Background: an optimization exercise with open tools, aiming at small area. Do not read the settings as production practice. In this exercise RTL edits were held to simulation tests only and were not proved equivalent to the original. Power figures rest on the tool's default switching activity, not on a simulated workload.

Setup of run 1:
==> flow/design.v <==
`timescale 1ns / 1ps
module mmu_l2tlb_plru_4way (
    input            clk,
    input            r,
    input            rv,
    input            c_hi,
    input            c1,
    input            c3,
    input            cv_lo,
    input            cv_hi,
    output reg [2:0] state
);
    wire k_lo = ~(rv & cv_lo);   
    wire k_hi = ~(rv & cv_hi);   
    always @(posedge clk) begin
        state[2] <= (state[2] & k_lo) | (r & c_hi);
        state[1] <= (state[1] & k_lo) | (r & c1);
        state[0] <= (state[0] & k_hi) | (r & c3);
    end
endmodule
module mmu_l2tlb_plru_rd3 (
    input  [8:0] states,   
    input  [2:0] sel,
    output [2:0] state_n
);
    assign state_n = ~((states[8:6] & {3{sel[2]}}) |
                       (states[5:3] & {3{sel[1]}}) |
                       (states[2:0] & {3{sel[0]}}));
endmodule
module mmu_l2tlb_plru_rdrow (
    input  [47:0] states,   
    input  [15:0] sel,
    input         row_sel,
    output [ 2:0] state
);
    wire [2:0] g_n[0:4];
    genvar g;
    generate
        for (g = 0; g < 5; g = g + 1) begin : g_grp
            mmu_l2tlb_plru_rd3 rd (
                .states (states[9*g+8:9*g]),
                .sel    (sel[3*g+2:3*g]),
                .state_n(g_n[g])
            );
        end
    endgenerate
    assign state = {3{row_sel}} & (~g_n[0] | ~g_n[1] | ~g_n[2] | ~g_n[3] | ~g_n[4] |
                                   (states[47:45] & {3{sel[15]}}));
endmodule
module mmu_l2tlb_plru_rowdrv (
    input  a_n,     
    input  b_n,     
    input  valid,
    output r,
    output rv
);
    assign r  = ~(a_n | b_n);
    assign rv = ~((a_n | b_n) & valid);
endmodule
module mmu_l2tlb_plru_coldrv (
    input  cm_n,    
    input  hi_n,    
    input  lo_n,    
    input  w1_n,    
    input  w3_n,    
    input  valid,
    output c_hi,
    output c1,
    output c3,
    output cv_lo,
    output cv_hi
);
    assign c_hi  = ~(cm_n | hi_n);
    assign c1    = ~(cm_n | w1_n);
    assign c3    = ~(cm_n | w3_n);
    assign cv_lo = ~((cm_n | lo_n) & valid);
    assign cv_hi = ~((cm_n | hi_n) & valid);
endmodule
module mmu_l2tlb_plru_and2n (
    input  a_n,
    input  b_n,
    output y
);
    assign y = ~(a_n | b_n);
endmodule
`timescale 1ns / 1ps
module mmu_l2tlb_replace (
    input            rstn,
    input            clk,
    input      [1:0] i_update_en_2,
    input      [7:0] i_update_position_8,
    input      [3:0] i_update_way_4,
    input      [3:0] i_l21_valid_4,
    input      [3:0] i_l22_valid_4,
    input      [1:0] i_replace_en_2,
    input      [5:0] i_l21_replace_position_6,
    input      [7:0] i_l22_replace_position_8,
    output reg [3:0] o_replace_way_4
);
    localparam NR = 20;
    localparam NC = 16;
    reg valid;
    always @(posedge clk or negedge rstn) begin
        if (!rstn) valid <= 1'b0;
        else valid <= 1'b1;
    end
    wire [7:0] up = i_update_position_8;
    wire upd22 = (i_update_en_2 == 2'b01);
    wire upd21 = (i_update_en_2 == 2'b10) && (i_update_position_8[7:6] == 2'b00);
    wire w3 = (i_update_way_4 == 4'b1000);
    wire w2 = (i_update_way_4 == 4'b0100);
    wire w1 = (i_update_way_4 == 4'b0010);
    wire w0 = (i_update_way_4 == 4'b0001);
    wire [NR-1:0] r_sel[0:1];
    wire [NR-1:0] rv_sel[0:1];
    wire [NC-1:0] c_hi[0:1], c1[0:1], c3[0:1], cv_lo[0:1], cv_hi[0:1];
    wire [4:0] ra_n;
    wire [3:0] rb_n;
    assign ra_n[0] = ~(upd22 && up[7:6] == 2'd0);
    assign ra_n[1] = ~(upd22 && up[7:6] == 2'd1);
    assign ra_n[2] = ~(upd22 && up[7:6] == 2'd2);
    assign ra_n[3] = ~(upd22 && up[7:6] == 2'd3);
    assign ra_n[4] = ~upd21;
    assign rb_n[0] = ~(up[5:4] == 2'd0);
    assign rb_n[1] = ~(up[5:4] == 2'd1);
    assign rb_n[2] = ~(up[5:4] == 2'd2);
    assign rb_n[3] = ~(up[5:4] == 2'd3);
    wire hi_n = ~(w3 | w2);
    wire lo_n = ~(w1 | w0);
    wire w1_n = ~w1;
    wire w3_n = ~w3;
    genvar gr, gc, gh;
    generate
        for (gr = 0; gr < NR; gr = gr + 1) begin : g_row
            for (gh = 0; gh < 2; gh = gh + 1) begin : g_half
                mmu_l2tlb_plru_rowdrv drv (
                    .a_n  (ra_n[gr/4]),
                    .b_n  (rb_n[gr%4]),
                    .valid(valid),
                    .r    (r_sel[gh][gr]),
                    .rv   (rv_sel[gh][gr])
                );
            end
        end
        for (gc = 0; gc < NC; gc = gc + 1) begin : g_col
            wire cm_n = ~(up[3:0] == gc);
            for (gh = 0; gh < 2; gh = gh + 1) begin : g_half
                mmu_l2tlb_plru_coldrv drv (
                    .cm_n (cm_n),
                    .hi_n (hi_n),
                    .lo_n (lo_n),
                    .w1_n (w1_n),
                    .w3_n (w3_n),
                    .valid(valid),
                    .c_hi (c_hi[gh][gc]),
                    .c1   (c1[gh][gc]),
                    .c3   (c3[gh][gc]),
                    .cv_lo(cv_lo[gh][gc]),
                    .cv_hi(cv_hi[gh][gc])
                );
            end
        end
    endgenerate
    wire [2:0] st[0:NR*NC-1];
    generate
        for (gr = 0; gr < NR; gr = gr + 1) begin : g_r
            for (gc = 0; gc < NC; gc = gc + 1) begin : g_c
                mmu_l2tlb_plru_4way plru (
                    .clk  (clk),
                    .r    (r_sel[gc/8][gr]),
                    .rv   (rv_sel[gc/8][gr]),
                    .c_hi (c_hi[gr/10][gc]),
                    .c1   (c1[gr/10][gc]),
                    .c3   (c3[gr/10][gc]),
                    .cv_lo(cv_lo[gr/10][gc]),
                    .cv_hi(cv_hi[gr/10][gc]),
                    .state(st[gr*NC+gc])
                );
            end
        end
    endgenerate
    wire       rd21 = i_replace_en_2[1];
    wire [3:0] rd_col = rd21 ? i_l21_replace_position_6[3:0] : i_l22_replace_position_8[3:0];
    wire [3:0] vbits = rd21 ? i_l21_valid_4 : i_l22_valid_4;
    wire [NR-1:0] rd_row;
    wire [NC-1:0] rd_colsel[0:1];
    wire [2:0] row_st[0:NR-1];
    generate
        for (gr = 0; gr < NR; gr = gr + 1) begin : g_rdrow
            if (gr < 16) begin : g_l22
                assign rd_row[gr] = valid & ~rd21 & (i_l22_replace_position_8[7:4] == gr);
            end else begin : g_l21
                assign rd_row[gr] = valid & rd21 & (i_l21_replace_position_6[5:4] == gr - 16);
            end
            wire [3*NC-1:0] row_states;
            for (gc = 0; gc < NC; gc = gc + 1) begin : g_rdcol
                assign row_states[3*gc+2:3*gc] = st[gr*NC+gc];
            end
            mmu_l2tlb_plru_rdrow rd (
                .states (row_states),
                .sel    (rd_colsel[gr/10]),
                .row_sel(rd_row[gr]),
                .state  (row_st[gr])
            );
        end
        for (gc = 0; gc < NC; gc = gc + 1) begin : g_rdcolsel
            wire lo_n = ~(rd_col[1:0] == gc % 4);
            wire hi_n = ~(rd_col[3:2] == gc / 4);
            for (gh = 0; gh < 2; gh = gh + 1) begin : g_half
                mmu_l2tlb_plru_and2n drv (
                    .a_n(lo_n),
                    .b_n(hi_n),
                    .y  (rd_colsel[gh][gc])
                );
            end
        end
    endgenerate
    reg [2:0] s;
    integer i;
    always @(*) begin
        s = 3'b000;
        for (i = 0; i < NR; i = i + 1) s = s | row_st[i];
    end
    wire [1:0] idx = {s[1] ^ s[2], s[0]};
    always @(*) begin
        if (i_replace_en_2 == 2'b00) begin
            o_replace_way_4 = 4'b0000;
        end else if (!vbits[0]) begin
            o_replace_way_4 = 4'b0001;
        end else if (!vbits[1]) begin
            o_replace_way_4 = 4'b0010;
        end else if (!vbits[2]) begin
            o_replace_way_4 = 4'b0100;
        end else if (!vbits[3]) begin
            o_replace_way_4 = 4'b1000;
        end else begin
            o_replace_way_4 = 4'b0001 << idx;
        end
    end
endmodule
Settings: LEC_CHECK=0, ABC_AREA=0, CAP_MARGIN=5, CORE_MARGIN=2, CORE_UTILIZATION=55, PLACE_DENSITY=0.7, SLEW_MARGIN=10, SYNTH_HIERARCHICAL=1, SYNTH_MINIMUM_KEEP_SIZE=0; clock period 14.0 ns.
standard.sh (not shown) runs the stock make flow with config.mk's settings and CLKGATE_MAP_FILE= SYNTH_SCRIPT=/design/flow/synth_recipe.tcl, a recipe that flattens the netlist after the stock synthesis.
==> flow/flow/run.sh <==
#!/bin/bash
set -euo pipefail
export CTS_ARGS="-sink_clustering_enable -repair_clock_nets -dont_use_dummy_load -sink_clustering_size 28 -sink_clustering_max_diameter 100"
bash standard.sh finish > standard_flow.log 2>&1
Run 1 finished every stage and its layout cleared the timing, DRC and antenna checks.
What run 2 does differently from run 1 at the input level:
diff --git a/flow/flow/run.sh b/flow/flow/run.sh
--- a/flow/flow/run.sh
+++ b/flow/flow/run.sh
@@ -3,0 +4 @@
+export BUFFER_PORTS_ARGS="-buffer_cell sky130_fd_sc_hd__buf_2"
diff --git a/flow/config.mk b/flow/config.mk
--- a/flow/config.mk
+++ b/flow/config.mk
@@ -9 +9 @@
-export CAP_MARGIN = 5
+export CAP_MARGIN = 10
@@ -12 +11,0 @@
-export PLACE_DENSITY = 0.7
Notes after the runs:
- Between run 1 and run 2, clock period minus worst slack decreased.
- Taking run 1 as the reference, in run 2 actual transition at the worst max-transition pin now sits higher, met1 routing resource usage after global routing rose by 0.46 points, number of cells on the worst reg-to-reg path now sits at about the same level, routed wire length -about 4%, wire length the detailed router placed on met1 has remained practically unchanged.
- Run 2 ran in full, but the layout does not pass; the checks complain about capacitance limit.
- Per the comparison of run 2 with run 1, portion of the clock cycle consumed by the worst path in the final layout lower, final area fell about 0.56%, total net switching power did not really move.
- Compared to run 1, run 2 has sequential share of layout area 0.27 points higher.
Here is what was changed in the inputs of run 3 compared with run 2.
diff --git a/flow/flow/run.sh b/flow/flow/run.sh
--- a/flow/flow/run.sh
+++ b/flow/flow/run.sh
@@ -4 +3,0 @@
-export BUFFER_PORTS_ARGS="-buffer_cell sky130_fd_sc_hd__buf_2"
diff --git a/flow/config.mk b/flow/config.mk
--- a/flow/config.mk
+++ b/flow/config.mk
@@ -9 +9 @@
-export CAP_MARGIN = 10
+export CAP_MARGIN = 0
@@ -12 +12,2 @@
-export SLEW_MARGIN = 10
+export GPL_ROUTABILITY_DRIVEN = 0
+export SLEW_MARGIN = 0
--- outcome ---
Per the final summary, run 3 finished and its layout is clean on timing, DRC and antenna.
More vias were needed by run 3 than by run 2.
On shortest clock period the worst path allows after layout: run 3 sits above run 2.
Relative to run 2, worst setup slack after layout decreased by 0.77 ns in run 3.
Register clock-pin slew on the reported worst setup and hold paths of run 3 is on par with run 2.
STATUS final clock skew: run 3 loses against run 2
Compared run 3 against run 2; wire length within noise.
Edits applied to the flow inputs when going from run 3 to run 4:
diff --git a/flow/config.mk b/flow/config.mk
--- a/flow/config.mk
+++ b/flow/config.mk
@@ -9 +9 @@
-export CAP_MARGIN = 0
+export CAP_MARGIN = 5
@@ -12,2 +12 @@
-export GPL_ROUTABILITY_DRIVEN = 0
-export SLEW_MARGIN = 0
+export SLEW_MARGIN = 10
Notes after the runs:
The higher overall global routing resource usage of run 4 and run 3 is in run 4.
The setup slack in run 4 was lower than what run 3 gave.
The higher via count of the routed design of run 4 and run 3 is in run 4.
Run 4 against run 3; placed wire-length estimate is up by a little under 10%.
Compared to run 3, the router laid down more metal wire for run 4.
Run 4 and run 3 ended up with roughly the same final cell count.
Changes observed in run 4 relative to run 3: net switching power rose by 10 uW; post-route clock period utilization grew by 1.4 points; register-to-register slack went down; fmax lower; clock buffer and inverter area fraction after layout closely matched the old numbers.
diff inputs: run 4 => run 5
diff --git a/flow/flow/run.sh b/flow/flow/run.sh
--- a/flow/flow/run.sh
+++ b/flow/flow/run.sh
@@ -3,0 +4 @@
+export BUFFER_PORTS_ARGS="-buffer_cell sky130_fd_sc_hd__buf_2"
diff --git a/flow/config.mk b/flow/config.mk
--- a/flow/config.mk
+++ b/flow/config.mk
@@ -9 +9 @@
-export CAP_MARGIN = 5
+export CAP_MARGIN = 20
[summary]
Every stage of the flow completed for run 5, and the final layout passed the timing, DRC and antenna checks.
Going from run 4 to run 5, combinational power shrank by about 2%, final critical delay including setup and external delays shrank by 0.91 ns, multi-input gate share of the layout cell area shrank by 0.34 points.
Power after layout down about 0.4% in run 5 wrt run 4


mmu_l2tlb_replace, a different RTL version from the one above (not shown whole).
Size in the first run: ~3,400 cells after synthesis, about 960 flip-flops, about 36,000 um^2 of cells after synthesis.
Settings: LEC_CHECK=0, ABC_AREA=0, CAP_MARGIN=0, CORE_MARGIN=2, CORE_UTILIZATION=55, SLEW_MARGIN=0, SYNTH_HIERARCHICAL=1, SYNTH_MINIMUM_KEEP_SIZE=0; clock period 14.0 ns.
run.sh (not shown) runs the stock make flow with config.mk's settings and CLKGATE_MAP_FILE= SYNTH_SCRIPT=/design/flow/synth_recipe.tcl, a recipe that flattens the netlist after the stock synthesis.
Stock flow here: none of the scripts above is used.
The starting point passed the timing, DRC and antenna checks.
Then changed:
==> flow/flow/run.sh (new file) <==
#!/bin/bash
set -euo pipefail
export CTS_ARGS="-sink_clustering_enable -repair_clock_nets -dont_use_dummy_load"
bash standard.sh finish > standard_flow.log 2>&1
==> flow/standard.sh (new file) <==
#!/bin/bash
# synth_recipe.tcl (not shown) runs the flow's synth.tcl, then flattens the netlist and writes it again
# the make line also repeats each setting of config.mk as NAME=value (left out here)
make -C /OpenROAD-flow-scripts/flow DESIGN_CONFIG=/design/flow/config.mk WORK_HOME=/design/flow/orfs CLKGATE_MAP_FILE= SYNTH_SCRIPT=/design/flow/synth_recipe.tcl "${@:-finish}"
--- a/flow/config.mk
+++ b/flow/config.mk
@@ -7,8 +7,8 @@
 export LEC_CHECK = 0
 export ABC_AREA = 0
-export CAP_MARGIN = 0
+export CAP_MARGIN = 20
 export CORE_MARGIN = 2
 export CORE_UTILIZATION = 55
-export SLEW_MARGIN = 0
+export SLEW_MARGIN = 20
 export SYNTH_HIERARCHICAL = 1
 export SYNTH_MINIMUM_KEEP_SIZE = 0
removed: flow/run.sh
=>
- The new run passed the timing, DRC and antenna checks
- total power drops by 6.7%
- sequential share of layout area is higher by 0.66 points
- area after synthesis stays the same
- critical path depth does not change
- routed wire length is about the same
- clock-buffer cell count drops by 48
- clock power fell by 15%
Then changed:
==> flow/flow/run.sh (replaced) <==
#!/bin/bash
set -euo pipefail
export CTS_ARGS="-sink_clustering_enable -repair_clock_nets -dont_use_dummy_load -sink_clustering_size 28 -sink_clustering_max_diameter 100"
bash standard.sh finish > standard_flow.log 2>&1
--- a/flow/config.mk
+++ b/flow/config.mk
@@ -7,8 +7,8 @@
 export LEC_CHECK = 0
 export ABC_AREA = 0
-export CAP_MARGIN = 20
+export CAP_MARGIN = 0
 export CORE_MARGIN = 2
 export CORE_UTILIZATION = 55
-export SLEW_MARGIN = 20
+export SLEW_MARGIN = 0
 export SYNTH_HIERARCHICAL = 1
 export SYNTH_MINIMUM_KEEP_SIZE = 0
Total power fell by about 16%; setup slack got worse by 0.21 ns; fmax shrinks by 1.7%; synthesized cell count stays the same; clock power shrinks by about 40%; combinational power is about the same.
Then changed:
==> flow/run.sh (new file) <==
#!/bin/bash
# synth_recipe.tcl (not shown) runs the flow's synth.tcl, then flattens the netlist and writes it again
# the make line also repeats each setting of config.mk as NAME=value (left out here)
make -C /OpenROAD-flow-scripts/flow DESIGN_CONFIG=/design/flow/config.mk WORK_HOME=/design/flow/orfs CLKGATE_MAP_FILE= SYNTH_SCRIPT=/design/flow/synth_recipe.tcl finish
--- a/flow/config.mk
+++ b/flow/config.mk
@@ -7,8 +7,8 @@
 export LEC_CHECK = 0
 export ABC_AREA = 0
-export CAP_MARGIN = 0
+export CAP_MARGIN = 20
 export CORE_MARGIN = 2
 export CORE_UTILIZATION = 55
-export SLEW_MARGIN = 0
+export SLEW_MARGIN = 20
 export SYNTH_HIERARCHICAL = 1
 export SYNTH_MINIMUM_KEEP_SIZE = 0
removed: flow/flow/run.sh
removed: flow/standard.sh
Result:
- The changed run finished clean
- wire length climbs by 1.5%
- setup slack improves by 0.17 ns
- combinational power is about the same
- clock power climbs by 94%
- global-route usage increases by 0.78 points
- via count rises by 1.4%
- maximum frequency increases by 1.4%
- hold slack stays flat

re-timing with driven ports:
In the flow no input, the clock included, has a driving cell. The finished layouts below were timed again as built, in two steps.
Step 1 sets driving cells, clkbuf_16 on the clock port and buf_2 on the other inputs (assumed; they add their load-dependent delay and slew).
Step 2, shift: input delay + t, output delay - t, t = (earliest + latest rising clock arrival at the registers) / 2. This alone moves slack from input paths to output paths.
a / b / c = ideal / step 1 / step 2; a / b = the first two.
run	t, ns	setup WS [ns]	worst data-port slew with drivers (ns)	pins driven straight from the clock port
run 1	0.695	2.060 / 2.019 / 2.019	0.14	1
run 2	0.684	3.062 / 3.038 / 3.038	0.08	1
run 3	0.679	2.287 / 2.263 / 2.263	0.04	1
run 4	0.699	2.090 / 2.063 / 2.063	0.06	1
run 5	0.681	2.998 / 2.974 / 2.974	0.08	1
the first run of note 2	0.734	1.926 / 1.899 / 1.899	0.11	1
the second run of note 2	0.694	1.914 / 1.887 / 1.887	0.12	1
the third run of note 2	0.674	1.708 / 1.681 / 1.681	0.12	1
the fourth run of note 2	0.722	1.879 / 1.852 / 1.852	0.12	1
For run 1, which loses most, drivers alone change the setup slack by -0.041 ns; drivers and shift together by -0.041 ns.
